Context: an optimization exercise on an open-source flow, tuned for a short achievable clock period and few clock cycles. The choices shown serve that exercise and are no tape-out recipe.
Only simulation tests tie the RTL to the original design; equivalence was not proved.
Power figures rest on the tool's default switching activity, not on a simulated workload.

### design/flow/config.mk
export PLATFORM = sky130hd
export DESIGN_NAME = myCPU
export DESIGN_NICKNAME = myCPU
export VERILOG_FILES = /design/flow/design.v
export SDC_FILE = /design/flow/constraint.sdc
export NUM_CORES = 8
export LEC_CHECK = 0
export CAP_MARGIN = 60
export CORE_MARGIN = 2
export CORE_UTILIZATION = 45
export SETUP_SLACK_MARGIN = 5
export SLEW_MARGIN = 60
export SYNTH_HIERARCHICAL = 1
### design/flow/design.v
module ks_inv (input a, output y);
  assign y = ~a;
endmodule
module ks_nand2 (input a, input b, output y);
  assign y = ~(a & b);
endmodule
module ks_nor2 (input a, input b, output y);
  assign y = ~(a | b);
endmodule
module ks_xor2 (input a, input b, output y);
  assign y = a ^ b;
endmodule
module ks_xnor2 (input a, input b, output y);
  assign y = ~(a ^ b);
endmodule
module ks_aoi21 (input a, input b, input c, output y);
  assign y = ~(a | (b & c));
endmodule
module ks_oai21 (input a, input b, input c, output y);
  assign y = ~(a & (b | c));
endmodule
module ks_majn (input a, input b, input c, output y);
  assign y = ~((a & b) | ((a | b) & c));
endmodule
module ks_prefix #(parameter N = 32) (
    input  [N-1:0] gn,    
    input  [N-1:0] tn,    
    output [N-1:0] c      
);
  localparam L = (N <= 2) ? 1 : (N <= 4) ? 2 : (N <= 8) ? 3 : (N <= 16) ? 4 : 5;
  wire [N-1:0] G[0:L];
  wire [N-1:0] T[0:L];
  assign G[0] = gn;
  assign T[0] = tn;
  genvar l, i;
  generate
    for (l = 1; l <= L; l = l + 1) begin : LV
      for (i = 0; i < N; i = i + 1) begin : C
        if (i >= (1 << (l - 1))) begin : CMB
          if (l % 2 == 1) begin : LH
            ks_oai21 ug (.a(G[l-1][i]), .b(T[l-1][i]), .c(G[l-1][i-(1<<(l-1))]), .y(G[l][i]));
            if (i >= (1 << l)) begin : BT
              ks_nor2 ut (.a(T[l-1][i]), .b(T[l-1][i-(1<<(l-1))]), .y(T[l][i]));
            end else begin : NT
              assign T[l][i] = 1'b0;
            end
          end else begin : HL
            ks_aoi21 ug (.a(G[l-1][i]), .b(T[l-1][i]), .c(G[l-1][i-(1<<(l-1))]), .y(G[l][i]));
            if (i >= (1 << l)) begin : BT
              ks_nand2 ut (.a(T[l-1][i]), .b(T[l-1][i-(1<<(l-1))]), .y(T[l][i]));
            end else begin : NT
              assign T[l][i] = 1'b0;
            end
          end
        end else begin : PASS
          ks_inv ug (.a(G[l-1][i]), .y(G[l][i]));
          assign T[l][i] = 1'b0;
        end
      end
    end
    if (L % 2 == 1) begin : OH
      assign c = G[L];
    end else begin : OL
      for (i = 0; i < N; i = i + 1) begin : CI
        ks_inv u (.a(G[L][i]), .y(c[i]));
      end
    end
  endgenerate
endmodule
module ks_add #(parameter N = 32) (
    input  [N-1:0] a,
    input  [N-1:0] b,
    input          cin,
    output [N-1:0] s
);
  wire [N-1:0] x, gn, tn, c;
  genvar i;
  generate
    for (i = 0; i < N; i = i + 1) begin : B
      ks_xor2 ux (.a(a[i]), .b(b[i]), .y(x[i]));
      if (i == 0) begin : B0
        ks_majn ug (.a(a[0]), .b(b[0]), .c(cin), .y(gn[0]));
        assign tn[0] = 1'b1;
        ks_xor2 us (.a(x[0]), .b(cin), .y(s[0]));
      end else begin : BI
        ks_nand2 ug (.a(a[i]), .b(b[i]), .y(gn[i]));
        ks_nor2  ut (.a(a[i]), .b(b[i]), .y(tn[i]));
        ks_xor2  us (.a(x[i]), .b(c[i-1]), .y(s[i]));
      end
    end
  endgenerate
  ks_prefix #(.N(N)) up (.gn(gn), .tn(tn), .c(c));
endmodule
module ks_inc #(parameter N = 30) (
    input  [N-1:0] a,
    output [N-1:0] s
);
  wire [N-1:0] gn, tn, c;
  genvar i;
  generate
    for (i = 0; i < N; i = i + 1) begin : B
      if (i == 0) begin : B0
        ks_inv ug (.a(a[0]), .y(gn[0]));
        assign tn[0] = 1'b1;
        ks_inv us (.a(a[0]), .y(s[0]));
      end else begin : BI
        assign gn[i] = 1'b1;
        ks_inv ut (.a(a[i]), .y(tn[i]));
        ks_xor2 us (.a(a[i]), .b(c[i-1]), .y(s[i]));
      end
    end
  endgenerate
  ks_prefix #(.N(N)) up (.gn(gn), .tn(tn), .c(c));
endmodule
module ks_lt #(parameter N = 32) (
    input  [N-1:0] a,
    input  [N-1:0] b,
    input          sgn,
    output         lt
);
  wire [N-1:0] aa, bn, gn, tn, c;
  assign aa = {a[N-1] ^ sgn, a[N-2:0]};
  assign bn = ~{b[N-1] ^ sgn, b[N-2:0]};
  genvar i;
  generate
    for (i = 0; i < N; i = i + 1) begin : B
      if (i == 0) begin : B0
        ks_nor2 ug (.a(aa[0]), .b(bn[0]), .y(gn[0]));
        assign tn[0] = 1'b1;
      end else begin : BI
        ks_nand2 ug (.a(aa[i]), .b(bn[i]), .y(gn[i]));
        ks_nor2  ut (.a(aa[i]), .b(bn[i]), .y(tn[i]));
      end
    end
  endgenerate
  ks_prefix #(.N(N)) up (.gn(gn), .tn(tn), .c(c));
  assign lt = ~c[N-1];
endmodule
module ks_eq #(parameter N = 32) (
    input  [N-1:0] a,
    input  [N-1:0] b,
    output         eq
);
  wire [N-1:0] e;
  genvar i;
  generate
    for (i = 0; i < N; i = i + 1) begin : B
      ks_xnor2 u (.a(a[i]), .b(b[i]), .y(e[i]));
    end
  endgenerate
  wire [15:0] l1;
  wire [7:0]  l2;
  wire [3:0]  l3;
  wire [1:0]  l4;
  wire        l5;
  generate
    for (i = 0; i < 16; i = i + 1) begin : C1
      ks_nand2 u (.a(e[2*i]), .b(e[2*i+1]), .y(l1[i]));
    end
    for (i = 0; i < 8; i = i + 1) begin : C2
      ks_nor2 u (.a(l1[2*i]), .b(l1[2*i+1]), .y(l2[i]));
    end
    for (i = 0; i < 4; i = i + 1) begin : C3
      ks_nand2 u (.a(l2[2*i]), .b(l2[2*i+1]), .y(l3[i]));
    end
    for (i = 0; i < 2; i = i + 1) begin : C4
      ks_nor2 u (.a(l3[2*i]), .b(l3[2*i+1]), .y(l4[i]));
    end
  endgenerate
  ks_nand2 u5 (.a(l4[0]), .b(l4[1]), .y(l5));
  ks_inv u6 (.a(l5), .y(eq));
endmodule
`timescale 1ns / 1ps
module myCPU (
    input wire cpu_rst,
    input wire cpu_clk,
    output wire [13:0] inst_addr,
    input  wire [31:0] inst,
    output wire [31:0] Bus_addr,
    input  wire [31:0] Bus_rdata,
    output wire        Bus_wen,
    output wire [31:0] Bus_wdata
    , 
    output wire        debug_wb_have_inst,
    output wire [31:0] debug_wb_pc,
    output             debug_wb_ena,
    output wire [ 4:0] debug_wb_reg,
    output wire [31:0] debug_wb_value
);
  localparam NB = 8;             
  localparam NL = 4;             
  wire clk = cpu_clk;
  wire rst = cpu_rst;
  reg  [31:0] pc_f;
  reg  [13:0] pc_o;              
  reg  [13:0] pc_b;              
  reg         d_valid;
  reg  [31:0] d_inst;
  reg  [31:0] d_pc;
  reg  [31:0] d_pc4;
  reg         d_hit;
  reg         d_ptaken;
  reg         d_is_lui, d_is_auipc, d_is_jal, d_is_jalr, d_is_br, d_is_ld, d_is_st, d_is_alu;
  reg         d_use1, d_use2;
  reg         p_1E, p_2E, p_1M, p_2M, p_1W, p_2W;    
  reg         p_1X, p_2X;
  reg  [31:0] d_rv1, d_rv2;      
  reg         x_we;              
  reg  [ 4:0] x_rd;
  reg  [31:0] x_val;
  reg         d_bpos, d_bneg;    
  reg  [31:0] d_tq;              
  reg         d_fz;              
  reg         d_zeq, d_zgt, d_zinv;    
  reg         e_dec;             
  reg         e_zeq1, e_zgt1, e_zlt1;    
  reg         p_dec;             
  reg         e_valid;
  reg  [31:0] e_pc;
  reg  [31:0] e_pc4;
  reg  [31:0] e_pnpc;
  reg  [31:0] e_a;
  reg  [31:0] e_b;
  reg  [31:0] e_sd;
  reg  [31:0] e_timm;
  reg  [31:0] m_fa, m_fb, m_fs, m_fxa;
  reg  [ 4:0] m_fxb;
  reg         e_t1, e_t0, e_m1, e_m0, e_uselt;
  reg         e_m1a, e_m0a;      
  reg         q_fr;              
  reg         e_er, e_ed;        
  reg  [31:0] e_tq;
  reg         e_r_add, e_r_slt, e_r_sltu, e_r_and, e_r_or, e_r_xor, e_r_sll, e_r_sr, e_r_pre;
  reg         e_sub, e_sra, e_sgn;
  reg  [ 4:0] e_rd;
  reg         e_rfwe;
  reg         e_ld;
  reg         e_sw;
  reg         e_sbsh;
  reg  [ 2:0] e_f3;
  reg         e_br;
  reg         e_jal;
  reg         e_jalr;
  reg         e_ret;
  reg         e_call;
  reg         m_valid;
  reg  [31:0] m_pc;
  reg  [31:0] m_sum;
  reg  [31:0] m_oth;
  reg         m_add;
  reg  [ 4:0] m_rd;
  reg         m_rfwe;
  reg         m_ld;
  reg  [ 2:0] m_f3;
  reg  [31:0] m_addr;
  reg         m_sbsh;
  reg         e_rdy;             
  reg  [ 1:0] e_ralo;
  reg  [31:0] m_sd;
  reg  [ 3:0] l_b0, l_s7;
  reg  [ 1:0] l_b1;
  reg         l_b2, l_b3, l_sx1, l_sx23, l_sum, l_oth;
  reg         w_we;
  reg  [ 4:0] w_rd;
  reg  [31:0] w_val;
  reg  [31:1] w_sel;
  reg         o_have;
  reg  [31:0] o_pc;
  reg         o_ena;
  reg  [ 4:0] o_rd;
  reg  [31:0] o_val;
  reg  [31:0] bus_addr_r;
  reg         bus_wen_r;
  reg  [31:0] bus_wdata_r;
  reg         r_redir;
  reg         r_sj, r_st;
  reg  [31:0] r_jt;
  reg  [31:0] r_tgt;
  reg  [31:0] r_pc4;
  reg         u_valid;
  reg  [13:0] u_tag;
  reg  [13:0] u_tgt;
  reg         u_taken;
  reg         u_br;
  reg         u_ret;
  reg         u_call;
  reg  [31:0] ras;
  reg  [NL-1:0] lv;
  reg  [13:0] ltag  [0:NL-1];
  reg  [ 6:0] llast [0:NL-1];
  reg  [ 6:0] lcur  [0:NL-1];
  reg  [ 6:0] lccur [0:NL-1];
  wire [NL-1:0] lex;             
  genvar gl;
  generate
    for (gl = 0; gl < NL; gl = gl + 1) begin : LEX
      assign lex[gl] = (llast[gl] != 7'd0) && (lcur[gl] + 7'd1 == llast[gl]);
    end
  endgenerate
  reg  [ 1:0] lptr;
  reg         d_lhit, d_lx;
  reg  [NL-1:0] d_lsel;
  reg         e_lback, e_lx;
  reg  [NL-1:0] e_lsel;
  reg  [ 6:0] e_lcnt;
  reg         u_lv, u_lx;
  reg  [NL-1:0] u_lsel;
  reg  [ 6:0] u_lcnt;
  reg  [NL-1:0] u_lok;
  reg         btb_v   [0:NB-1];
  reg  [13:0] btb_tag [0:NB-1];
  reg  [ 2:0] btb_ptr;
  reg  [13:0] btb_tgt [0:NB-1];
  reg  [ 1:0] btb_ctr [0:NB-1];
  reg         btb_ret [0:NB-1];
  reg         btb_call[0:NB-1];
  reg  [31:0] rf      [1:31];
  reg  [31:1] rf_ok;             
  reg  [NB-1:0] f_m;
  reg           f_hit, f_ret;
  reg  [ 1:0]   f_ctr;
  reg  [13:0]   f_tgt;
  integer k;
  always @(*) begin
    f_hit = 1'b0; f_ret = 1'b0; f_ctr = 2'b00; f_tgt = 14'd0;
    for (k = 0; k < NB; k = k + 1) begin
      f_m[k] = btb_v[k] && (btb_tag[k] == pc_b);
      f_hit  = f_hit | f_m[k];
      f_ret  = f_ret | (f_m[k] & btb_ret[k]);
      f_ctr  = f_ctr | ({2{f_m[k]}} & btb_ctr[k]);
      f_tgt  = f_tgt | ({14{f_m[k]}} & btb_tgt[k]);
    end
  end
  reg  [NL-1:0] f_lm;
  integer kk;
  always @(*) begin
    for (kk = 0; kk < NL; kk = kk + 1) f_lm[kk] = lv[kk] && (ltag[kk] == pc_b);
  end
  wire          f_lhit = |f_lm;
  wire          f_lx = |(f_lm & lex & ~({NL{d_valid && d_lhit}} & d_lsel));
  wire          f_ptaken = f_hit && f_ctr[1] && !f_lx;
  wire [31:0]   f_pc4;
  assign f_pc4[1:0] = pc_f[1:0];
  ks_inc #(.N(30)) u_finc (.a(pc_f[31:2]), .s(f_pc4[31:2]));
  wire [31:0]   f_btgt = f_ret ? ras : {pc_f[31:16], f_tgt, 2'b00};
  wire [31:0]   f_pnpc = f_ptaken ? f_btgt : f_pc4;
  assign inst_addr = pc_o;
  wire [6:0] f_op = inst[6:0];
  wire f_is_lui   = f_op == 7'b0110111;
  wire f_is_auipc = f_op == 7'b0010111;
  wire f_is_jal   = f_op == 7'b1101111;
  wire f_is_jalr  = f_op == 7'b1100111;
  wire f_is_br    = f_op == 7'b1100011;
  wire f_is_ld    = f_op == 7'b0000011;
  wire f_is_st    = f_op == 7'b0100011;
  wire f_is_opi   = f_op == 7'b0010011;
  wire f_is_op    = f_op == 7'b0110011;
  wire [15:0] f_immB = {{4{inst[31]}}, inst[7], inst[30:25], inst[11:8], 1'b0};
  wire [15:0] f_immJ = {inst[15:12], inst[20], inst[30:21], 1'b0};
  wire [15:0] f_tqB, f_tqJ;
  ks_add #(.N(16)) u_ftqb (.a(pc_f[15:0]), .b(f_immB), .cin(1'b0), .s(f_tqB));
  ks_add #(.N(16)) u_ftqj (.a(pc_f[15:0]), .b(f_immJ), .cin(1'b0), .s(f_tqJ));
  wire [31:0] f_tq   = {pc_f[31:16], f_is_jal ? f_tqJ : f_tqB};
  wire f_rdt_n = f_is_jal || (f_is_br && inst[31] && !f_lx);
  wire f_rdr_n = f_is_jalr && inst[11:7] == 5'd0 && inst[31:20] == 12'd0;
  wire f_rd_t = (f_is_jal && !f_ptaken) || (f_is_br && inst[31] && !f_hit && !f_lx);
  wire f_rd_r = f_rdr_n && !f_ptaken;
  wire [31:0] f_nohit = f_rdt_n ? f_tq : f_rdr_n ? ras : f_pc4;
  reg  [13:0] f_tsel;
  reg         f_anyt, f_anyr, f_any4;
  integer kt;
  always @(*) begin
    f_tsel = 14'd0; f_anyt = 1'b0; f_anyr = 1'b0; f_any4 = 1'b0;
    for (kt = 0; kt < NB; kt = kt + 1) begin
      f_tsel = f_tsel | ({14{f_m[kt] & btb_ctr[kt][1] & !btb_ret[kt] & !f_lx}} & btb_tgt[kt]);
      f_anyt = f_anyt | (f_m[kt] & btb_ctr[kt][1] & !btb_ret[kt] & !f_lx);
      f_anyr = f_anyr | (f_m[kt] & btb_ctr[kt][1] & btb_ret[kt] & !f_lx);
      f_any4 = f_any4 | (f_m[kt] & (!btb_ctr[kt][1] | f_lx));
    end
  end
  wire [15:0] f_plo = {f_tsel, 2'b00}
                    | ({16{f_anyr}} & ras[15:0])
                    | ({16{f_any4}} & f_pc4[15:0])
                    | ({16{!f_hit}} & f_nohit[15:0]);
  wire [31:0] f_pnpc2 = {f_pc4[31:16], f_plo};
  wire [ 4:0] d_rd  = d_inst[11:7];
  wire [ 2:0] d_f3  = d_inst[14:12];
  wire [ 4:0] d_rs1 = d_inst[19:15];
  wire [ 4:0] d_rs2 = d_inst[24:20];
  wire        d_f7b = d_inst[30];
  wire        d_is_ctl = d_is_jal | d_is_jalr | d_is_br;
  wire        d_is_mem = d_is_ld | d_is_st;
  wire        d_rfwe = ~(d_is_br | d_is_st);
  wire        d_sub = d_is_alu && d_inst[5] && d_f7b && d_f3 == 3'b000;
  wire        d_call = (d_is_jal || d_is_jalr) && d_rd != 5'd0;
  wire [31:0] d_immI = {{20{d_inst[31]}}, d_inst[31:20]};
  wire [31:0] d_immS = {{20{d_inst[31]}}, d_inst[31:25], d_inst[11:7]};
  wire [31:0] d_immB = {{20{d_inst[31]}}, d_inst[7], d_inst[30:25], d_inst[11:8], 1'b0};
  wire [31:0] d_immJ = {{12{d_inst[31]}}, d_inst[19:12], d_inst[20], d_inst[30:21], 1'b0};
  wire [31:0] d_immU = {d_inst[31:12], 12'd0};
  wire [31:0] d_timm = d_is_jal ? d_immJ : d_immB;
  function automatic addeq(input [31:0] a, input [31:0] b, input [31:0] x);
    reg [31:0] k, co;
    begin
      k  = a ^ b ^ x;
      co = (a & b) | ((a ^ b) & k);
      addeq = !k[0] && (k[31:1] == co[30:0]);
    end
  endfunction
  wire [1:0]  m_alo = m_addr[1:0];
  wire [31:0] r = Bus_rdata;
  wire        l_sgn = (l_s7[0] & r[7]) | (l_s7[1] & r[15]) | (l_s7[2] & r[23]) | (l_s7[3] & r[31]);
  wire [31:0] m_val;
  assign m_val[7:0]   = ({8{l_b0[0]}} & r[7:0]) | ({8{l_b0[1]}} & r[15:8]) | ({8{l_b0[2]}} & r[23:16])
                      | ({8{l_b0[3]}} & r[31:24]) | ({8{l_sum}} & m_sum[7:0]) | ({8{l_oth}} & m_oth[7:0]);
  assign m_val[15:8]  = ({8{l_b1[0]}} & r[15:8]) | ({8{l_b1[1]}} & r[31:24]) | {8{l_sx1 & l_sgn}}
                      | ({8{l_sum}} & m_sum[15:8]) | ({8{l_oth}} & m_oth[15:8]);
  assign m_val[23:16] = ({8{l_b2}} & r[23:16]) | {8{l_sx23 & l_sgn}}
                      | ({8{l_sum}} & m_sum[23:16]) | ({8{l_oth}} & m_oth[23:16]);
  assign m_val[31:24] = ({8{l_b3}} & r[31:24]) | {8{l_sx23 & l_sgn}}
                      | ({8{l_sum}} & m_sum[31:24]) | ({8{l_oth}} & m_oth[31:24]);
  wire e_wr = e_valid && e_rfwe && (e_rd != 5'd0);
  wire m_wr = m_valid && m_rfwe && (m_rd != 5'd0);
  wire d_1E = p_1E;
  wire d_2E = p_2E;
  wire d_1M = p_1M;
  wire d_2M = p_2M;
  wire d_1W = p_1W;
  wire d_2W = p_2W;
  wire [31:0] d_u1 = ({32{p_1W}} & w_val) | ({32{p_1X}} & x_val) | d_rv1;
  wire [31:0] d_u2 = ({32{p_2W}} & w_val) | ({32{p_2X}} & x_val) | d_rv2;
  wire [31:0] d_v1 = ({32{d_1M}} & m_val) | d_u1;
  wire [31:0] d_v2 = ({32{d_2M}} & m_val) | d_u2;
  wire d_bsel = d_use2 && !d_is_st;    
  wire d_lduse = e_ld && ((d_use1 && d_1E) || (d_use2 && d_2E));
  wire d_subfw = d_bneg && d_2E;
  wire d_memrmw = e_valid && e_sbsh && !e_rdy && d_is_mem;
  wire stall_d = d_valid && (d_lduse || d_subfw || d_memrmw);
  wire e_live = e_valid && !r_redir;
  wire       d_wr   = d_valid && d_rfwe && (d_rd != 5'd0);
  wire       e_wrl  = e_live && e_rfwe && (e_rd != 5'd0);
  wire [4:0] i_rs1 = inst[19:15];
  wire [4:0] i_rs2 = inst[24:20];
  wire n_1E = !stall_d && d_wr && (d_rd == i_rs1);
  wire n_2E = !stall_d && d_wr && (d_rd == i_rs2);
  wire f_1M = e_wrl && (e_rd == i_rs1);
  wire f_2M = e_wrl && (e_rd == i_rs2);
  wire f_1W = m_wr && (m_rd == i_rs1) && !f_1M;
  wire f_2W = m_wr && (m_rd == i_rs2) && !f_2M;
  wire s_1M = e_wrl && (e_rd == d_rs1);
  wire s_2M = e_wrl && (e_rd == d_rs2);
  wire s_1W = m_wr && (m_rd == d_rs1) && !s_1M;
  wire s_2W = m_wr && (m_rd == d_rs2) && !s_2M;
  wire f_1X = w_we && (w_rd == i_rs1) && !f_1M && !f_1W;
  wire f_2X = w_we && (w_rd == i_rs2) && !f_2M && !f_2W;
  wire s_1X = w_we && (w_rd == d_rs1) && !s_1M && !s_1W;
  wire s_2X = w_we && (w_rd == d_rs2) && !s_2M && !s_2W;
  wire n_1X = stall_d ? s_1X : f_1X;
  wire n_2X = stall_d ? s_2X : f_2X;
  wire n_1M = stall_d ? s_1M : f_1M;
  wire n_2M = stall_d ? s_2M : f_2M;
  wire n_1W = stall_d ? s_1W : f_1W;
  wire n_2W = stall_d ? s_2W : f_2W;
  reg  [31:0] f_rv1, f_rv2;
  integer q;
  always @(*) begin
    f_rv1 = 32'd0; f_rv2 = 32'd0;
    for (q = 1; q < 32; q = q + 1) begin
      f_rv1 = f_rv1 | ({32{i_rs1 == q && rf_ok[q]}} & rf[q]);
      f_rv2 = f_rv2 | ({32{i_rs2 == q && rf_ok[q]}} & rf[q]);
    end
  end
  wire [31:0] s_rv1 = p_1X ? x_val : d_rv1;
  wire [31:0] s_rv2 = p_2X ? x_val : d_rv2;
  wire [31:0] n_rv1 = stall_d ? ({32{!(s_1M || s_1W || s_1X)}} & s_rv1) : ({32{!(f_1M || f_1W || f_1X)}} & f_rv1);
  wire [31:0] n_rv2 = stall_d ? ({32{!(s_2M || s_2W || s_2X)}} & s_rv2) : ({32{!(f_2M || f_2W || f_2X)}} & f_rv2);
  wire d_back = d_inst[31];
  wire d_rd_seq = !d_is_ctl && d_ptaken;
  wire [31:0] ea;
  wire d_isdec = d_is_alu && !d_inst[5] && d_f3 == 3'b000 && d_rd == d_rs1 && d_rd != 5'd0 && d_inst[31:20] == 12'hfff;
  wire d_imin = d_u1[31] && (d_u1[30:0] == 31'd0);
  wire d_xeq1 = (d_u1 == 32'd1);
  wire d_xgt1 = (!d_u1[31] && (d_u1[30:1] != 30'd0)) || d_imin;
  wire d_xlt1 = (d_u1[31] && !d_imin) || (d_u1 == 32'd0);
  wire d_edec = (d_zeq ? e_zeq1 : d_zgt ? e_zgt1 : e_zlt1) ^ d_zinv;
  wire d_efar = d_is_br && !p_1E && !p_2E && !p_1M && !p_2M;
  wire d_feq;
  ks_eq #(.N(32)) u_deq (.a(d_u1), .b(d_u2), .eq(d_feq));
  wire d_flt;
  ks_lt #(.N(32)) u_dlt (.a(d_u1), .b(d_u2), .sgn(!d_f3[1]), .lt(d_flt));
  wire d_fet = (d_f3[2] ? d_flt : d_feq) ^ d_f3[0];
  wire kd = r_redir || q_fr;    
  wire d_early = p_dec && e_live && e_dec;
  wire d_et = d_edec;
  wire d_emis = d_early && (d_et != d_ptaken);
  wire redir_d = d_valid && !stall_d && !kd && (d_rd_seq || d_emis);
  wire d_fmis = d_valid && !stall_d && !kd && d_efar && (d_fet != d_ptaken);
  wire d_rdt = d_emis && d_et;
  wire [31:0] d_rdpc = d_rdt ? d_tq : d_pc4;
  wire [31:0] d_pnpc = pc_f;
  wire d_tok_p = addeq(d_pc, d_timm, d_pnpc);
  wire d_tok_q = addeq(d_pc, d_timm, d_tq);
  wire d_tok = !d_rd_seq && d_tok_p;
  wire d_nok = d_rd_seq || d_pnpc == d_pc4;
  wire d_t1 = d_is_jal || (d_is_br && !d_f3[0]);
  wire d_t0 = d_is_jal || (d_is_br && d_f3[0]);
  wire d_m1 = d_t1 ? !d_tok : !d_nok;
  wire d_m0 = d_t0 ? !d_tok : !d_nok;
  wire d_shift = d_is_alu && d_f3[1:0] == 2'b01;
  wire d_r_add  = (d_is_alu && d_f3 == 3'b000) || d_is_mem || d_is_lui || d_is_auipc;
  wire d_r_sll  = d_is_alu && d_f3 == 3'b001;
  wire d_r_slt  = d_is_alu && d_f3 == 3'b010;
  wire d_r_sltu = d_is_alu && d_f3 == 3'b011;
  wire d_r_xor  = d_is_alu && d_f3 == 3'b100;
  wire d_r_sr   = d_is_alu && d_f3 == 3'b101;
  wire d_r_or   = d_is_alu && d_f3 == 3'b110;
  wire d_r_and  = d_is_alu && d_f3 == 3'b111;
  wire d_r_pre  = d_is_jal || d_is_jalr;
  assign ea = e_a | m_fa;
  wire [31:0] eb = e_b  | m_fb;
  wire [31:0] es = e_sd | m_fs;
  wire [31:0] xa = e_a  | m_fxa;
  wire [ 4:0] xb = e_b[4:0] | m_fxb;
  wire [31:0] e_sum;
  ks_add #(.N(32)) u_eadd (.a(ea), .b(eb), .cin(e_sub), .s(e_sum));
  wire        e_eq;
  ks_eq #(.N(32)) u_eeq (.a(ea), .b(eb), .eq(e_eq));
  wire        e_lt;              
  ks_lt #(.N(32)) u_elt (.a(ea), .b(eb), .sgn(e_sgn), .lt(e_lt));
  wire [31:0] e_tgt;
  ks_add #(.N(32)) u_etgt (.a(e_pc), .b(e_timm), .cin(1'b0), .s(e_tgt));
  wire [31:0] e_sll = xa << xb;
  wire signed [32:0] e_srx = {e_sra & xa[31], xa};
  wire [32:0] e_srs = e_srx >>> xb;
  wire [31:0] e_sr  = e_srs[31:0];
  wire [31:0] e_oth = ({32{e_r_slt | e_r_sltu}} & {31'd0, e_lt})
                    | ({32{e_r_and}} & (ea & eb))
                    | ({32{e_r_or}} & (ea | eb))
                    | ({32{e_r_xor}} & (ea ^ eb))
                    | ({32{e_r_sll}} & e_sll)
                    | ({32{e_r_sr}} & e_sr)
                    | ({32{e_r_pre}} & e_pc4);
  wire [31:0] e_jk = ea ^ eb ^ e_pnpc;
  wire [31:0] e_jg = ea & eb;
  wire [31:0] e_jco = e_jg | ((ea ^ eb) & e_jk);
  wire        e_jok = (e_jk[1] == e_jg[0]) && (e_jk[31:2] == e_jco[30:1]);
  wire e_raw = e_uselt ? e_lt : e_eq;
  wire e_taken = e_raw ? e_t1 : e_t0;
  wire [31:0] e_jt = {e_sum[31:1], 1'b0};
  wire e_m1x = e_er ? (e_ed ? e_m1a : e_t1) : e_m1;
  wire e_m0x = e_er ? (e_ed ? e_m0a : e_t0) : e_m0;
  wire e_mis = e_jalr ? !e_jok : (e_raw ? e_m1x : e_m0x);
  wire [31:0] r_rpc = r_sj ? r_jt : r_st ? r_tgt : r_pc4;
  function automatic [31:0] merge(input [31:0] w, input [31:0] sd, input [1:0] a, input h);
    begin
      merge[7:0]   = (h ? !a[1] : a == 2'd0) ? sd[7:0] : w[7:0];
      merge[15:8]  = h ? (!a[1] ? sd[15:8] : w[15:8]) : (a == 2'd1 ? sd[7:0] : w[15:8]);
      merge[23:16] = (h ? a[1] : a == 2'd2) ? sd[7:0] : w[23:16];
      merge[31:24] = h ? (a[1] ? sd[15:8] : w[31:24]) : (a == 2'd3 ? sd[7:0] : w[31:24]);
    end
  endfunction
  wire [31:0] m_merge = merge(Bus_rdata, m_sd, m_alo, m_f3[0]);
  wire [31:0] e_merge = merge(Bus_rdata, es, e_ralo, e_f3[0]);
  assign Bus_addr  = bus_addr_r;
  assign Bus_wen   = bus_wen_r;
  assign Bus_wdata = bus_wdata_r;
  wire [31:0] d_saddr;
  ks_add #(.N(32)) u_dsa (.a(d_u1), .b(d_immS), .cin(1'b0), .s(d_saddr));
  wire d_er = d_valid && !stall_d && !kd && d_is_st && !d_f3[1] && !p_1E && !p_1M &&
              !m_sbsh && !(e_live && (e_ld || e_sw || e_sbsh));
  integer i;
  wire pc_sr = r_redir;
  wire pc_sq = !r_redir && q_fr;
  wire pc_sd = !r_redir && !q_fr && redir_d;
  wire pc_sf = !r_redir && !q_fr && !redir_d && !stall_d;
  wire pc_sh = !r_redir && !q_fr && !redir_d && stall_d;
  wire [31:0] pc_next = ({32{pc_sr}} & r_rpc) | ({32{pc_sq}} & (e_ed ? e_tq : e_pc4))
                      | ({32{pc_sd}} & d_rdpc) | ({32{pc_sf}} & f_pnpc2);
  wire pc_upd = !pc_sh;
  always @(posedge clk or posedge rst) begin
    if (rst) begin
      pc_f <= 32'd0;
    end else if (pc_upd) begin
      pc_f <= pc_next;
    end
  end
  always @(posedge clk) begin
    pc_b <= pc_next[15:2] | ({14{pc_sh}} & pc_o);
  end
  always @(posedge clk or posedge rst) begin
    if (rst) begin
      pc_o <= 14'd0;
    end else begin
      pc_o <= pc_next[15:2] | ({14{pc_sh}} & pc_f[15:2]);
    end
  end
  always @(posedge clk or posedge rst) begin
    if (rst) begin
      d_valid <= 1'b0;
    end else if (kd || redir_d) begin
      d_valid <= 1'b0;
    end else if (!stall_d) begin
      d_valid <= 1'b1;
    end
  end
  always @(posedge clk) begin
    if (!stall_d) begin
      d_inst     <= inst;
      d_pc       <= pc_f;
      d_pc4      <= f_pc4;
      d_hit      <= f_hit;
      d_ptaken   <= f_ptaken || f_rd_t || f_rd_r;
      d_lhit     <= f_lhit;
      d_lsel     <= f_lm;
      d_lx       <= f_lx;
      d_is_lui   <= f_is_lui;
      d_is_auipc <= f_is_auipc;
      d_is_jal   <= f_is_jal;
      d_is_jalr  <= f_is_jalr;
      d_is_br    <= f_is_br;
      d_is_ld    <= f_is_ld;
      d_is_st    <= f_is_st;
      d_is_alu   <= f_is_op || f_is_opi;
      d_use1     <= !(f_is_lui || f_is_auipc || f_is_jal);
      d_use2     <= f_is_op || f_is_br || f_is_st;
      d_bpos     <= f_is_br || (f_is_op && !(inst[30] && inst[14:12] == 3'b000));
      d_bneg     <= f_is_op && inst[30] && inst[14:12] == 3'b000;
      d_tq       <= f_tq;
      d_fz       <= f_is_br && ((inst[19:15] == 5'd0) != (inst[24:20] == 5'd0)) && inst[13] == 1'b0;
      d_zeq      <= !inst[14];
      d_zgt      <= inst[14] && inst[19:15] == 5'd0;
      d_zinv     <= inst[12];
    end
  end
  always @(posedge clk) begin
    p_1E <= n_1E;
    p_2E <= n_2E;
    p_1M <= n_1M;
    p_2M <= n_2M;
    p_1W <= n_1W;
    p_2W <= n_2W;
    p_1X <= n_1X;
    p_dec <= !stall_d && d_valid && d_isdec && f_is_br && inst[13] == 1'b0 &&
             ((inst[19:15] == 5'd0) != (inst[24:20] == 5'd0)) &&
             (d_rd == ((inst[19:15] == 5'd0) ? inst[24:20] : inst[19:15]));
    p_2X <= n_2X;
    d_rv1 <= n_rv1;
    d_rv2 <= n_rv2;
    x_rd  <= w_rd;
    x_val <= w_val;
  end
  always @(posedge clk or posedge rst) begin
    if (rst) begin
      e_valid <= 1'b0;
    end else begin
      e_valid <= d_valid && !stall_d && !kd;
    end
  end
  always @(posedge clk) begin
    e_pc    <= d_pc;
    e_pc4   <= d_pc4;
    e_timm  <= d_timm;
    e_pnpc  <= d_pnpc;    
    e_a     <= ({32{d_is_auipc}} & d_pc) | ({32{d_use1 && !d_1E}} & d_v1);
    e_b     <= ({32{!d_bsel}} & (d_is_st ? d_immS : (d_is_lui || d_is_auipc) ? d_immU : d_immI))
             | ({32{d_bpos && !d_2E}} & d_v2) | ({32{d_bneg}} & ~d_v2);
    e_sd    <= {32{!d_2E}} & d_v2;
    m_fa    <= ({32{d_use1 && d_1E && e_r_add}} & e_sum) | ({32{d_use1 && d_1E && !e_r_add}} & e_oth);
    m_fb    <= ({32{d_bsel && d_2E && e_r_add}} & e_sum) | ({32{d_bsel && d_2E && !e_r_add}} & e_oth);
    m_fs    <= ({32{d_2E && e_r_add}} & e_sum) | ({32{d_2E && !e_r_add}} & e_oth);
    m_fxa   <= ({32{d_shift && d_1E && e_r_add}} & e_sum) | ({32{d_shift && d_1E && !e_r_add}} & e_oth);
    m_fxb   <= ({5{d_shift && d_bsel && d_2E && e_r_add}} & e_sum[4:0]) | ({5{d_shift && d_bsel && d_2E && !e_r_add}} & e_oth[4:0]);
    e_t1    <= d_t1;
    e_t0    <= d_t0;
    e_m1    <= d_m1;
    e_m0    <= d_m0;
    e_m1a   <= d_t1 ? !d_tok_q : 1'b1;
    e_m0a   <= d_t0 ? !d_tok_q : 1'b1;
    e_er    <= d_emis || (d_efar && (d_fet != d_ptaken));
    e_ed    <= d_efar ? d_fet : d_et;
    e_tq    <= d_tq;
    e_uselt <= d_f3[2];
    e_r_add <= d_r_add;
    e_r_slt <= d_r_slt;
    e_r_sltu <= d_r_sltu;
    e_r_and <= d_r_and;
    e_r_or  <= d_r_or;
    e_r_xor <= d_r_xor;
    e_r_sll <= d_r_sll;
    e_r_sr  <= d_r_sr;
    e_r_pre <= d_r_pre;
    e_sub   <= d_sub;
    e_sra   <= d_f7b;
    e_sgn   <= d_is_br ? !d_f3[1] : !d_f3[0];
    e_rd    <= d_rd;
    e_rfwe  <= d_rfwe;
    e_ld    <= d_is_ld;
    e_sw    <= d_is_st && d_f3[1];
    e_sbsh  <= d_is_st && !d_f3[1];
    e_rdy   <= d_er;
    e_ralo  <= d_saddr[1:0];
    e_f3    <= d_f3;
    e_br    <= d_is_br;
    e_jal   <= d_is_jal;
    e_jalr  <= d_is_jalr;
    e_ret   <= d_is_jalr && d_rd == 5'd0 && d_inst[31:20] == 12'd0;
    e_call  <= d_call;
    e_lback <= d_is_br && d_back;
    e_lx    <= d_lx;
    e_dec   <= d_isdec && !p_1E && !p_1M;
    e_zeq1  <= d_xeq1;
    e_zgt1  <= d_xgt1;
    e_zlt1  <= d_xlt1;
    e_lsel  <= d_lhit ? d_lsel : l_new;
    e_lcnt  <= d_lhit ? d_lcur : 7'd0;
  end
  always @(posedge clk or posedge rst) begin
    if (rst) begin
      m_valid <= 1'b0;
      m_sbsh  <= 1'b0;
      bus_wen_r <= 1'b0;
      r_redir <= 1'b0;
      q_fr    <= 1'b0;
      u_valid <= 1'b0;
      u_lv    <= 1'b0;
    end else begin
      m_valid <= e_live;
      m_sbsh  <= e_live && e_sbsh && !e_rdy;
      bus_wen_r <= (e_live && (e_sw || (e_sbsh && e_rdy))) || m_sbsh;
      r_redir <= e_live && e_mis;
      q_fr    <= d_fmis;
      u_valid <= e_live && (e_jal || e_jalr || e_br);
      u_lv    <= e_live && e_lback;
    end
  end
  always @(posedge clk) begin
    m_pc   <= e_pc;
    m_sum  <= e_sum;
    m_oth  <= e_oth;
    m_add  <= e_r_add;
    m_rd   <= e_rd;
    m_rfwe <= e_rfwe;
    m_ld   <= e_ld;
    m_f3   <= e_f3;
    l_b0   <= {4{e_ld}} & (e_f3[1] ? 4'b0001 :
                           e_f3[0] ? (e_sum[1] ? 4'b0100 : 4'b0001) :
                                     (4'b0001 << e_sum[1:0]));
    l_b1   <= {2{e_ld}} & (e_f3[1] ? 2'b01 : e_f3[0] ? (e_sum[1] ? 2'b10 : 2'b01) : 2'b00);
    l_b2   <= e_ld && e_f3[1];
    l_b3   <= e_ld && e_f3[1];
    l_sx1  <= e_ld && !e_f3[1] && !e_f3[0];
    l_sx23 <= e_ld && !e_f3[1];
    l_s7   <= {4{e_ld && !e_f3[2] && !e_f3[1]}} &
              (e_f3[0] ? (e_sum[1] ? 4'b1000 : 4'b0010) : (4'b0001 << e_sum[1:0]));
    l_sum  <= !e_ld && e_r_add;
    l_oth  <= !e_ld && !e_r_add;
    m_addr <= e_sum;
    m_sd   <= es;
    bus_addr_r <= m_sbsh ? m_addr : (e_live && (e_ld || e_sw || e_sbsh)) ? e_sum : d_saddr;
    bus_wdata_r <= m_sbsh ? m_merge : e_rdy ? e_merge : es;
    r_sj   <= e_jalr;
    r_st   <= e_taken;
    r_jt   <= e_jt;
    r_tgt  <= e_tgt;
    r_pc4  <= e_pc4;
    u_tag  <= e_pc[15:2];
    u_tgt  <= e_jalr ? e_jt[15:2] : e_tgt[15:2];
    u_taken <= e_taken || e_jalr;
    u_lx    <= e_lx;
    u_lsel  <= e_lsel;
    u_lcnt  <= e_lcnt;
    for (i = 0; i < NL; i = i + 1) u_lok[i] <= e_lsel[i] && ltag[i] == e_pc[15:2];
    u_br   <= e_br;
    u_ret  <= e_ret;
    u_call <= e_call;
  end
  always @(posedge clk or posedge rst) begin
    if (rst) begin
      w_we  <= 1'b0;
      x_we  <= 1'b0;
      w_sel <= 31'd0;
    end else begin
      w_we  <= m_wr;
      x_we  <= w_we;
      for (i = 1; i < 32; i = i + 1) w_sel[i] <= m_wr && m_rd == i;
    end
  end
  always @(posedge clk) begin
    if (m_wr) begin
      w_rd  <= m_rd;
      w_val <= m_val;
    end
  end
  always @(posedge clk or posedge rst) begin
    if (rst) begin
      o_have <= 1'b0;
    end else begin
      o_have <= m_valid;
    end
  end
  always @(posedge clk) begin
    o_pc  <= m_pc;
    o_ena <= m_rfwe;
    o_rd  <= m_rd;
    o_val <= m_val;
  end
  always @(posedge clk) begin
    for (i = 1; i < 32; i = i + 1) begin
      if (w_sel[i]) rf[i] <= w_val;
    end
  end
  always @(posedge clk or posedge rst) begin
    if (rst) begin
      rf_ok <= 31'd0;
    end else begin
      rf_ok <= rf_ok | w_sel;
    end
  end
  always @(posedge clk or posedge rst) begin
    if (rst) begin
      ras <= 32'd0;
    end else if (d_valid && !stall_d && !kd && d_call) begin
      ras <= d_pc4;
    end
  end
  reg  [ 6:0] d_lcur;
  reg  [NL-1:0] l_new;
  integer kl;
  always @(*) begin
    d_lcur = 7'd0;
    for (kl = 0; kl < NL; kl = kl + 1) begin
      d_lcur   = d_lcur | ({7{d_lsel[kl]}} & lcur[kl]);
      l_new[kl] = (lptr == kl);
    end
  end
  wire       l_dgo = d_valid && !stall_d && !kd && d_is_br && d_back;
  wire [6:0] u_lcnt1 = (u_lcnt == 7'h7f) ? 7'h7f : u_lcnt + 7'd1;
  reg  [6:0] l_cur_n  [0:NL-1];
  reg  [6:0] l_last_n [0:NL-1];
  reg  [6:0] l_ccur_n [0:NL-1];
  always @(*) begin
    for (kl = 0; kl < NL; kl = kl + 1) begin
      l_last_n[kl] = llast[kl];
      l_ccur_n[kl] = lccur[kl];
      l_cur_n[kl]  = lcur[kl];
      if (u_lv && u_lok[kl]) begin
        if (u_taken) begin
          l_ccur_n[kl] = u_lcnt1;
          if (u_lx) l_last_n[kl] = 7'd0;
        end else begin
          l_ccur_n[kl] = 7'd0;
          l_last_n[kl] = (u_lcnt == 7'h7f) ? 7'd0 : u_lcnt1;
          l_cur_n[kl]  = 7'd0;
        end
      end
      if (r_redir) begin
        l_cur_n[kl] = l_ccur_n[kl];
      end else if (l_dgo && d_lhit && d_lsel[kl]) begin
        l_cur_n[kl] = d_lx ? 7'd0 : (l_cur_n[kl] == 7'h7f) ? 7'h7f : l_cur_n[kl] + 7'd1;
      end else if (l_dgo && !d_lhit && l_new[kl]) begin
        l_cur_n[kl]  = 7'd1;
        l_last_n[kl] = 7'd0;
        l_ccur_n[kl] = 7'd0;
      end
    end
  end
  always @(posedge clk or posedge rst) begin
    if (rst) begin
      lv   <= {NL{1'b0}};
      lptr <= 2'd0;
    end else begin
      if (l_dgo && !d_lhit) begin
        lv   <= lv | l_new;
        lptr <= lptr + 2'd1;
      end
    end
  end
  always @(posedge clk) begin
    for (i = 0; i < NL; i = i + 1) begin
      lcur[i]  <= l_cur_n[i];
      llast[i] <= l_last_n[i];
      lccur[i] <= l_ccur_n[i];
      if (l_dgo && !d_lhit && l_new[i]) ltag[i] <= d_pc[15:2];
    end
  end
  reg  [NB-1:0] e_bm;
  reg  [NB-1:0] u_m;
  integer j;
  reg           u_hit;
  reg  [ 1:0]   u_ctr;
  always @(*) begin
    u_hit = 1'b0; u_ctr = 2'b00;
    for (j = 0; j < NB; j = j + 1) begin
      e_bm[j] = btb_v[j] && (btb_tag[j] == e_pc[15:2]);
      u_hit  = u_hit | u_m[j];
      u_ctr  = u_ctr | ({2{u_m[j]}} & btb_ctr[j]);
    end
  end
  always @(posedge clk) u_m <= e_bm;
  wire [1:0] u_ctr_inc = (u_ctr == 2'b11) ? 2'b11 : u_ctr + 2'b01;
  wire [1:0] u_ctr_dec = (u_ctr == 2'b00) ? 2'b00 : u_ctr - 2'b01;
  wire       u_alloc = u_valid && !u_hit && u_taken;
  wire [1:0] u_ctr_new = !u_br ? 2'b11 : !u_hit ? 2'b10 : u_taken ? u_ctr_inc : u_ctr_dec;
  always @(posedge clk or posedge rst) begin
    if (rst) begin
      btb_ptr <= 3'd0;
      for (i = 0; i < NB; i = i + 1) begin
        btb_v[i]   <= 1'b0;
        btb_ctr[i] <= 2'b00;
      end
    end else begin
      if (u_alloc) btb_ptr <= btb_ptr + 3'd1;
      for (i = 0; i < NB; i = i + 1) begin
        if (u_valid && (u_hit ? u_m[i] : (u_taken && btb_ptr == i))) begin
          btb_v[i]   <= 1'b1;
          btb_ctr[i] <= u_ctr_new;
        end
      end
    end
  end
  always @(posedge clk) begin
    for (i = 0; i < NB; i = i + 1) begin
      if (u_valid && (u_hit ? u_m[i] : (u_taken && btb_ptr == i))) begin
        btb_tag[i]  <= u_tag;
        btb_ret[i]  <= u_ret;
        btb_call[i] <= u_call;
        if (u_taken) btb_tgt[i] <= u_tgt;
      end
    end
  end
  assign debug_wb_have_inst = o_have;
  assign debug_wb_pc        = o_pc;
  assign debug_wb_ena       = o_ena;
  assign debug_wb_reg       = o_rd;
  assign debug_wb_value     = o_val;
endmodule
### design/flow/run.sh
#!/bin/bash
# synth_recipe.tcl (not shown) runs the flow's synth.tcl, then flattens the netlist and writes it again
# the make line also repeats each setting of config.mk as NAME=value (left out here)
make -C /OpenROAD-flow-scripts/flow DESIGN_CONFIG=/design/flow/config.mk WORK_HOME=/design/flow/orfs CLKGATE_MAP_FILE= SYNTH_SCRIPT=/design/flow/synth_recipe.tcl finish
### design/flow/constraint.sdc
create_clock -name core_clock -period 8.0 [get_ports {cpu_clk}]
set_input_delay 1.6000 -clock core_clock [delete_from_list [all_inputs] [get_ports {cpu_clk}]]
set_output_delay 1.6000 -clock core_clock [all_outputs]
set_load 0.01 [all_outputs]
==> impl_metrics.csv, run 1 <==
group,metric,value,unit
setup_path,cp.required,8.80,ns
setup_path,crit_arrival,4.37,ns
clock_network,tritoncts.num_buffers,285,
power,p_int,0.0312,W
grt,grt_pass1_vias,100000,
setup_path,cp-end-kind,"register",
route,post_drt_wl_per_cell,41.0,um
setup_path,crit_start,"pc_b[12]",
die,start_util,45.2,%
sta,tightest_slew,0.681,ns
die,core,271000,um^2
placed_design,port_buffers,215,
power,power.density,343,nW/um^2
sta,finalCriticalPeriod,3.57,ns
logic_synthesis,syn_inst,11100,
route,initialDrtViolationCount,20300,
sta,slew_violations,0,
status,status,"finished clean",
final_layout,fillerInstances,22800,
power,pwr-share-comb,35.3,%
clock_network,clkSinkCount,2595,
sta,final.setup.worst_slack,4.43,ns
flow_run,cap_violations,0,
final_layout,drive_above_1_share,25.1,%
logic_synthesis,syn_area,122000,um^2
setup_path,path_max_fanout,6,
grt,grt_start_max_net_pins,64,
sta,clock.fmax,280,MHz
route,drc,0,
grt,grt_use_total,44.7,%
clock_network,path_clk_slew,0.06,ns
clock_network,holdBufCountCts,0,
final_layout,multi_input_area,56500,um^2
die,die_w,525,um
logic_synthesis,yosys_warnings,24,
power,p_leak,56.1,nW
sta,hold_viol,0,
route,postRouteAntennaNets,0,
grt,antenna_found_initial,62,
sta,post-route-period-util,44.6,%
clock_network,cts_tree,"yes",
sta,fin_skew,0.0475,ns
final_layout,final_cell_mix,"edfxtp_1 (1442), dfxtp_1 (882), nor2_1 (858), nand2_1 (803), inv_1 (551)",
clock_network,htreeDepth,5,
grt,grt_pass1_wl,853,mm
sta,slew_headroom,53.7,%
clock_network,clock_latency,0.95,ns
power,p_switching,0.0210,W
sta,setup_tns,0,ns
die,die-area,276000,um^2
route,via_count,108000,
power,seqPwrFrac,38.4,%
logic_synthesis,syn_area_per_cell,11.0,um^2
setup_path,critPathKind,"reg2reg",
placed_design,place_ws,3.09,ns
sta,grt_setup_unrepaired,"true",
die,ios,216,
min_path,min_path_type,"reg2reg",
grt,gr-total-overflow,0,
final_layout,mostFrequentLayoutCell,"edfxtp_1",
final_layout,area_growth,24.5,%
placed_design,globalplace.congestion,1.04,
power,switching_share,40.3,%
power,ir_drop,0.186,mV
clock_network,cts_root_buf,"clkbuf_16",
die,die_h,525,um
placed_design,dp_hpwl,445,mm
power,p_clk_share,26.3,%
final_layout,nets,12200,
sta,finalSetupViolations,0,
route,viasPerCell,6.88,
power,power,0.0522,W
die,fp-row-count,191,
setup_path,critPathLaunchType,"register",
route,drt_wl_total,645,mm
route,dr.pass1.iters,13,
final_layout,regArea,67500,um^2
clock_network,clk_path_buf_depth,4,
setup_path,regToRegStartpoint,"pc_b[12]",
min_path,min_from,"m_pc[23]",
## area by class of cell
cell class                      count  share of cell area [%]
Sequential cell                  2595                    44.3
Timing Repair Buffer             1095                    7.96
Clock inverter                    143                    1.07
Clock buffer                      379                    5.21
Multi-Input combinational cell   7372                    37.1
Antenna cell                       33                  0.0542
Tap cell                         3570                    2.93
Inverter                          564                    1.40
## critical path, cell delays in order, from the launching register on
cell and delay (ns):
dfxtp_4 0.38, buf_12 0.14, xnor2_2 0.11, nand4_1 0.15
nor4_4 0.32, buf_4 0.21, buf_6 0.14, or4b_4 0.55
o21a_4 0.26, a21oi_4 0.14, buf_12 0.14, buf_12 0.14
mux2_4 0.33, a221oi_4 0.29, o21ai_1 0.11
## stage by stage
step	util (%)	cells	area, um^2	hold slack (ns)
floorplan	-	11100	123000	0.310
global placement	48.0	14600	130000	0.310
detailed placement	49.9	14800	135000	0.313
CTS	54.9	15500	148000	0.323
global route	56.3	15700	152000	0.329
finish	56.3	15800	152000	0.321
## flip-flops by register name, indices dropped and copies added, names as in the netlist, 56 cells and up
| name | flops |
|---|---|
| btb_tag | 112 |
| rf | 992 |
| ltag | 56 |
| btb_tgt | 112 |
## routing by layer
layer | part of all wire (%) | wire, um | track usage [%]
met5 | 0.16 | 1050 | 0.762
met4 | 9.2 | 59500 | 32.8
met3 | 13 | 86000 | 14.5
met2 | 41 | 265000 | 63.9
met1 | 36 | 234000 | 56.5
## path summary, 6_finish.rpt
kind                       endpoint  slack [ns]  cells past startpoint
setup reg to reg            pc_f[3]        4.43                     14
min in group asynchronous  btb_v[3]        0.95                      2
max in group asynchronous  pc_f[25]        5.85                      5
hold reg to reg            o_pc[23]        0.32                      0
hold / removal             o_pc[23]        0.32                      0
setup / recovery            pc_f[3]        4.43                     14
## repair_timing
action	4_1_cts	5_1_grt
buffers inserted	178	163
setup endpoints to repair	558	358
pin swaps	132	186
gates resized for setup	1358	414
cloned	14	11
## power by group through the flow
stage / clock [W] / combinational, W / sequential (W)
after CTS: 0.0137 / 0.0170 / 0.0198
final: 0.0137 / 0.0184 / 0.0200
after global placement: 0 / 0.0151 / 0.0203
after floorplan: 0 / 0.00880 / 0.0185
after global routing: 0.0143 / 0.0190 / 0.0200
after detailed placement: 0 / 0.0160 / 0.0200
Testbench counts, summed over its fixed seeds: cycles 80,270.
==> inputs of run 2 (changes only) <==
--- a/design/flow/design.v
+++ b/design/flow/design.v
@@ -337,7 +337,7 @@
     for (kk = 0; kk < NL; kk = kk + 1) f_lm[kk] = lv[kk] && (ltag[kk] == pc_b);
   end
   wire          f_lhit = |f_lm;
-  wire          f_lx = |(f_lm & lex & ~({NL{d_valid && d_lhit}} & d_lsel));
+  wire          f_lx = 1'b0;
   wire          f_ptaken = f_hit && f_ctr[1] && !f_lx;
   wire [31:0]   f_pc4;
   assign f_pc4[1:0] = pc_f[1:0];
==> run 2 against run 1 <==
Effect of this change:
- first-iteration DRC count fell by 1.5%
- critical path depth fell by 6
- via count fell by 5.7%
- critical path type unchanged
- largest power group unchanged
- critical endpoint is now m_fs[5]
- design area fell by 5.9%
- still clean
==> impl_metrics.csv, run 2 <==
group,metric,value,unit
status,status,"finished clean",
die,ios,216,
power,p_int,0.0293,W
die,die_w,509,um
clock_network,htreeDepth,5,
placed_design,dp.cells,13800,
grt,gr-total-overflow,0,
setup_path,critPathKind,"reg2reg",
route,drc,0,
sta,finalCriticalPeriod,3.20,ns
grt,met1_usage,55.1,%
setup_path,crit_arrival,4.01,ns
min_path,holdPathStages,0,
logic_synthesis,yosys_warnings,24,
min_path,min_from,"m_pc[31]",
final_layout,reg_top3,"rf: 992 flops, btb_tag: 112 flops, btb_tgt: 112 flops",
route,dr.pass1.iters,11,
grt,grt_use_total,45.0,%
final_layout,area_growth,25.1,%
power,power.density,338,nW/um^2
grt,met3_usage,16.3,%
setup_path,cp.required,8.81,ns
clock_network,clk_path_buf_depth,4,
power,p_leak,52.8,nW
sta,slew_headroom,52.2,%
die,fp-row-count,185,
sta,clock.fmax,312,MHz
route,via_count,102000,
grt,grt_pass1_vias,95300,
final_layout,fin_cells,14700,
sta,finalSetupViolations,0,
sta,hold_viol,0,
die,start_util,45.2,%
final_layout,regMostFlops,"rf",
clock_network,tritoncts.num_buffers,280,
power,p_clk_share,26.6,%
grt,use_met2,64.9,%
clock_network,clock_latency,0.96,ns
logic_synthesis,syn_inst,10300,
setup_path,cp-end-kind,"register",
grt,grt_start_max_net_pins,69,
route,initialDrtViolationCount,20000,
sta,setup_tns,0,ns
placed_design,globalplace.congestion,1.06,
min_path,hold_end,"o_pc[31]",
final_layout,final_cell_mix,"edfxtp_1 (1380), dfxtp_1 (769), nand2_1 (753), nor2_1 (703), inv_1 (540)",
min_path,min_path_type,"reg2reg",
route,post_drt_wl_per_cell,40.9,um
final_layout,nets,11400,
die,die_h,509,um
route,drt_wl_total,602,mm
logic_synthesis,syn_area_per_cell,11.1,um^2
route,viasPerCell,6.94,
final_layout,final_area,143000,um^2
power,seqPwrFrac,38.5,%
sta,post-route-period-util,40.0,%
final_layout,fillerInstances,21200,
route,postRouteAntennaNets,0,
clock_network,clkSinkCount,2417,
clock_network,holdBufCountCts,0,
power,ir_drop,0.262,mV
grt,grt_pass1_wl,801,mm
final_layout,drive_above_1_share,27.1,%
final_layout,largest_reg_flops,992,
setup_path,critPathLaunchType,"register",
power,pwr-share-comb,34.9,%
sta,grt_setup_unrepaired,"true",
power,switching_share,39.6,%
die,die-area,259000,um^2
setup_path,r2r_slack,4.80,ns
clock_network,path_clk_slew,0.06,ns
logic_synthesis,syn_area,115000,um^2
grt,top_usage_layer,"met2",
setup_path,path_max_fanout,44,
setup_path,reg2reg_depth,8,
setup_path,crit_start,"e_b[2]",
power,p_switching,0.0192,W
sta,slew_violations,0,
setup_path,regToRegStartpoint,"e_b[2]",
sta,tightest_slew,0.714,ns
clock_network,cts_tree,"yes",
setup_path,timing.rr.end,"m_fs[5]",
final_layout,mostFrequentLayoutCell,"edfxtp_1",
die,core,254000,um^2
sta,fin_skew,0.0732,ns
grt,antenna_found_initial,44,
placed_design,place_area,126000,um^2
clock_network,cts_root_buf,"clkbuf_16",
sta,worst_hold_slack,0.325,ns
flow_run,cap_violations,0,
placed_design,dp_hpwl,408,mm
placed_design,port_buffers,215,
-- run 2: power by group through the flow --
| stage | combinational (W) | sequential (W) | clock, W |
|---|---|---|---|
| final | 0.0169 | 0.0187 | 0.0129 |
| after global routing | 0.0175 | 0.0186 | 0.0134 |
| after CTS | 0.0155 | 0.0185 | 0.0129 |
| after detailed placement | 0.0147 | 0.0187 | 0 |
| after global placement | 0.0139 | 0.0190 | 0 |
| after floorplan | 0.00836 | 0.0173 | 0 |
-- run 2: layout make-up --
| class | instances | area (um^2) | share of cell area, % |
|---|---|---|---|
| flip-flops and latches | 2417 | 63300 | 44.1 |
| multi-input cells | 6823 | 53300 | 37.2 |
| repair buffers | 1043 | 11400 | 7.95 |
| clock buffers | 374 | 7790 | 5.43 |
| well taps | 3366 | 4210 | 2.94 |
| inverters | 556 | 2110 | 1.47 |
| clock inverters | 114 | 1220 | 0.850 |
| diodes | 34 | 85.1 | 0.0593 |
-- run 2: how the worst max path moves through the flow --
stage                               to  depth (start not counted)  slack, ns
after global placement        pc_b[12]                          9       2.82
final                          m_fs[5]                          8       4.80
after CTS                 inst_addr[0]                          1       4.79
after global routing          pc_b[12]                         15       4.80
after detailed placement     d_rv1[24]                         10       2.94
after floorplan                   e_m0                         11       3.59
-- run 2: per-layer routing --
layer,wire (um),part of all wire [%]
met1,210000,35
met2,248000,41
met3,84600,14
met4,58700,9.7
met5,637,0.11
-- run 2: stage by stage --
step | total power [W] | worst slack [ns] | utilization [%]
3_3_place_gp | 0.0329 | 2.82 | 48.1
6_report | 0.0485 | 4.80 | 56.5
5_1_grt | 0.0496 | 4.80 | 56.5
4_1_cts | 0.0469 | 4.79 | 55.2
2_1_floorplan | 0.0257 | 3.59 | -
3_5_place_dp | 0.0334 | 2.94 | 49.9
-- run 2: critical path, stage by stage (launching register included) --
cell and delay [ns]:
dfxtp_1 0.58, or2_2 0.35, buf_12 0.32, mux4_2 0.41
mux4_2 0.57, a211o_4 0.41, mux2i_4 0.20, buf_12 0.16
nor2_1 0.05
-- run 2: repair_timing --
action	in CTS	in global routing
pin swaps	143	184
gates cloned	16	7
setup endpoints to repair	560	343
resized for setup	1401	446
setup buffers	202	125
Testbench counts of run 2, summed over its fixed seeds: cycles 81,177.
==> inputs of run 3 (changes only) <==
==> design/flow/config.mk (replaced) <==
export PLATFORM = sky130hd
export DESIGN_NAME = myCPU
export DESIGN_NICKNAME = myCPU
export VERILOG_FILES = /design/flow/design.v
export SDC_FILE = /design/flow/constraint.sdc
export NUM_CORES = 8
export LEC_CHECK = 0
export CAP_MARGIN = 20
export CORE_MARGIN = 2
export CORE_UTILIZATION = 45
export SETUP_SLACK_MARGIN = 5
export SLEW_MARGIN = 20
export SYNTH_HIERARCHICAL = 1
==> run 3 against run 2 <==
Effect of this change:
- still clean on timing, DRC and antenna
- critical path type is now in2reg
- largest cell class unchanged
- non-clock buffer count up 17
- clock skew up 0.013 ns
- final cell count up 0.65%
- total power up 1.4%
- synthesized cell count unchanged
- critical path depth up 1
- via count up 4.0%
- sequential cell count unchanged
- first-iteration DRC count up 13%
- design area up 0.22%
- combinational power about the same
- critical endpoint is now d_rv2[20]
- largest power group unchanged
==> impl_metrics.csv, run 3 <==
group,metric,value,unit
min_path,min_path_type,"reg2reg",
setup_path,critPathLaunchType,"input port",
power,p_clk_share,26.6,%
route,drc,0,
die,core,254000,um^2
placed_design,port_buffers,215,
route,wl_met1,217,mm
final_layout,nets,11400,
power,pwr-share-comb,35.1,%
grt,grt_pass1_wl,837,mm
die,die-area,259000,um^2
die,fp-row-count,185,
power,seqPwrFrac,38.3,%
power,power.density,342,nW/um^2
route,met3_length,96.9,mm
logic_synthesis,syn_area_per_cell,11.1,um^2
sta,slew_violations,0,
setup_path,path_max_fanout,10,
final_layout,drive_above_1_share,27.2,%
die,start_util,45.2,%
clock_network,clock_latency,0.99,ns
final_layout,area_growth,25.4,%
setup_path,cp.required,8.89,ns
power,switching_share,40.1,%
sta,hold_viol,0,
setup_path,cp-end-kind,"register",
min_path,hold_end,"o_pc[30]",
power,ir_drop,0.256,mV
setup_path,timing.rr.end,"m_fxa[5]",
clock_network,holdBufCountCts,0,
sta,clock.fmax,310,MHz
final_layout,fillerInstances,21100,
setup_path,reg2reg_depth,11,
final_layout,final_cell_mix,"edfxtp_1 (1380), dfxtp_1 (781), nand2_1 (755), nor2_1 (705), inv_1 (544)",
flow_run,cap_violations,0,
min_path,holdPathStages,0,
status,status,"finished clean",
grt,grt_start_max_net_pins,81,
route,top_layer_used,"met5",
sta,setup_tns,0,ns
clock_network,cts_root_buf,"clkbuf_16",
sta,post-route-period-util,40.3,%
clock_network,path_clk_slew,0.06,ns
grt,antenna_found_initial,79,
logic_synthesis,syn_area,115000,um^2
route,initialDrtViolationCount,22600,
setup_path,critPathKind,"in2reg",
placed_design,globalplace.congestion,1.06,
grt,gr-total-overflow,0,
logic_synthesis,yosys_warnings,24,
route,dr.pass1.iters,17,
die,ios,216,
power,p_switching,0.0197,W
sta,finalCriticalPeriod,3.23,ns
sta,fin_skew,0.0864,ns
power,p_int,0.0294,W
power,p_leak,52.9,nW
clock_network,tritoncts.num_buffers,282,
route,postRouteAntennaNets,0,
clock_network,cts_tree,"yes",
logic_synthesis,syn_inst,10300,
clock_network,clkSinkCount,2417,
final_layout,mostFrequentLayoutCell,"edfxtp_1",
clock_network,htreeDepth,5,
sta,tightest_slew,1.37,ns
setup_path,crit_arrival,4.12,ns
placed_design,place_ws,2.70,ns
sta,grt_setup_unrepaired,"true",
route,viasPerCell,7.17,
route,route.met2.wl,257,mm
setup_path,crit_start,"inst[23]",
route,drt_wl_total,640,mm
setup_path,r2r_slack,4.78,ns
placed_design,dp_hpwl,380,mm
setup_path,regToRegStartpoint,"e_b[0]",
final_layout,reg_top3,"rf: 992 flops, btb_tag: 112 flops, btb_tgt: 112 flops",
die,die_h,509,um
clock_network,clk_path_buf_depth,4,
final_layout,regMostFlops,"rf",
sta,finalSetupViolations,0,
route,post_drt_wl_per_cell,43.2,um
grt,grt_pass1_vias,96200,
min_path,min_from,"m_pc[30]",
final_layout,largest_reg_flops,992,
sta,final.setup.worst_slack,4.77,ns
sta,slew_headroom,7.89,%
grt,grt_use_total,47.6,%
route,via_count,106000,
final_layout,post-route-util,56.6,%
die,die_w,509,um
[run 3: cell count changes in the layout (fill, tap and decap cells not counted), sizes merged, moves of 5 or more]
cell / change
bufbuf: +7
buf: +7
clkinvlp: +7
clkinv: +8
clkbuf: -5
diode: +46
and3: +28
[run 3: per-layer routing]
layer	GRT usage, %	vias to the layer above
li1	-	40200
met1	56.3	51500
met2	65.9	10900
met3	21.8	3579
met4	38.0	68
met5	6.11	-
[run 3: stage by stage]
step | std cells | power, W | area, um^2 | hold slack (ns)
2_1_floorplan | 10400 | 0.0257 | 116000 | 0.310
3_3_place_gp | 13600 | 0.0329 | 122000 | 0.310
3_5_place_dp | 13600 | 0.0330 | 122000 | 0.312
4_1_cts | 14500 | 0.0472 | 139000 | 0.325
5_1_grt | 14800 | 0.0501 | 144000 | 0.332
6_report | 14800 | 0.0492 | 144000 | 0.325
[run 3: worst max path at each step]
| stage | to |
|---|---|
| after floorplan | e_m0 |
| after global placement | pc_b[12] |
| after detailed placement | d_rv2[13] |
| after CTS | e_b[21] |
| after global routing | m_fxa[5] |
| final | d_rv2[20] |
[run 3: layout make-up]
type | instances | area (um^2) | area share (%)
multi-input combinational | 6851 | 53400 | 37.2
tap | 3366 | 4210 | 2.93
inverter | 556 | 2100 | 1.46
antenna | 80 | 200 | 0.139
clock inverter | 129 | 1390 | 0.967
sequential | 2417 | 63300 | 44.0
clock buffer | 364 | 7760 | 5.40
timing repair buffer | 1060 | 11300 | 7.88
[run 3: power by group through the flow]
stage                     combinational [W]  clock, W  sequential (W)
after global placement               0.0139         0          0.0190
after CTS                            0.0156    0.0130          0.0186
final                                0.0172    0.0131          0.0188
after floorplan                     0.00836         0          0.0173
after detailed placement             0.0140         0          0.0190
after global routing                 0.0178    0.0135          0.0188
[run 3: worst max-delay path, stage by stage]
cell	delay, ns
buf_8	0.08
buf_4	0.11
bufbuf_16	0.28
nor2b_2	0.50
and3_2	0.83
a221oi_1	0.29
nand4_1	0.16
nor3_1	0.07
o32ai_2	0.19
[run 3: repair_timing]
| item | CTS | global route |
|---|---|---|
| pin swaps | 190 | 200 |
| setup endpoints to repair | 743 | 561 |
| gates cloned | 49 | 11 |
| resized for setup | 1688 | 528 |
| setup buffers | 381 | 183 |

## port drivers added, routing unchanged
In the flow no input, the clock included, has a driving cell. The finished layouts below were timed again as built, in two steps. Step 1, drivers: a clkbuf_16 drives cpu_clk and a buf_2 each remaining input, both assumed. Step 2 adds t to the input delays and takes it off the output delays; t is the mean of the earliest and latest rising clock arrival at the registers after step 1. Input paths then give back, and output paths get back, about the clock's delay inside the block. Three values: ideal ports, drivers, drivers and shift; two values: the first two.
| run | t (ns) | slack for setup (ns) | worst hold slack (ns) | clock arrival spread, ns | slew at the worst register clock pin (ns) |
|---|---|---|---|---|---|
| run 1 | 1.035 | 4.429 / 4.429 / 3.679 | 0.321 / 0.321 / 0.321 | 0.058 / 0.058 | 0.07 / 0.07 |
| run 2 | 1.039 | 4.800 / 4.714 / 3.692 | 0.325 / 0.325 / 0.325 | 0.099 / 0.100 | 0.07 / 0.07 |
| run 3 | 1.052 | 4.772 / 4.688 / 3.637 | 0.325 / 0.325 / 0.325 | 0.120 / 0.121 | 0.08 / 0.08 |
After both steps every run listed still meets setup and hold. The setup slack of run 3, which loses most, moves by -0.084 ns with the drivers and by -1.135 ns with both steps.
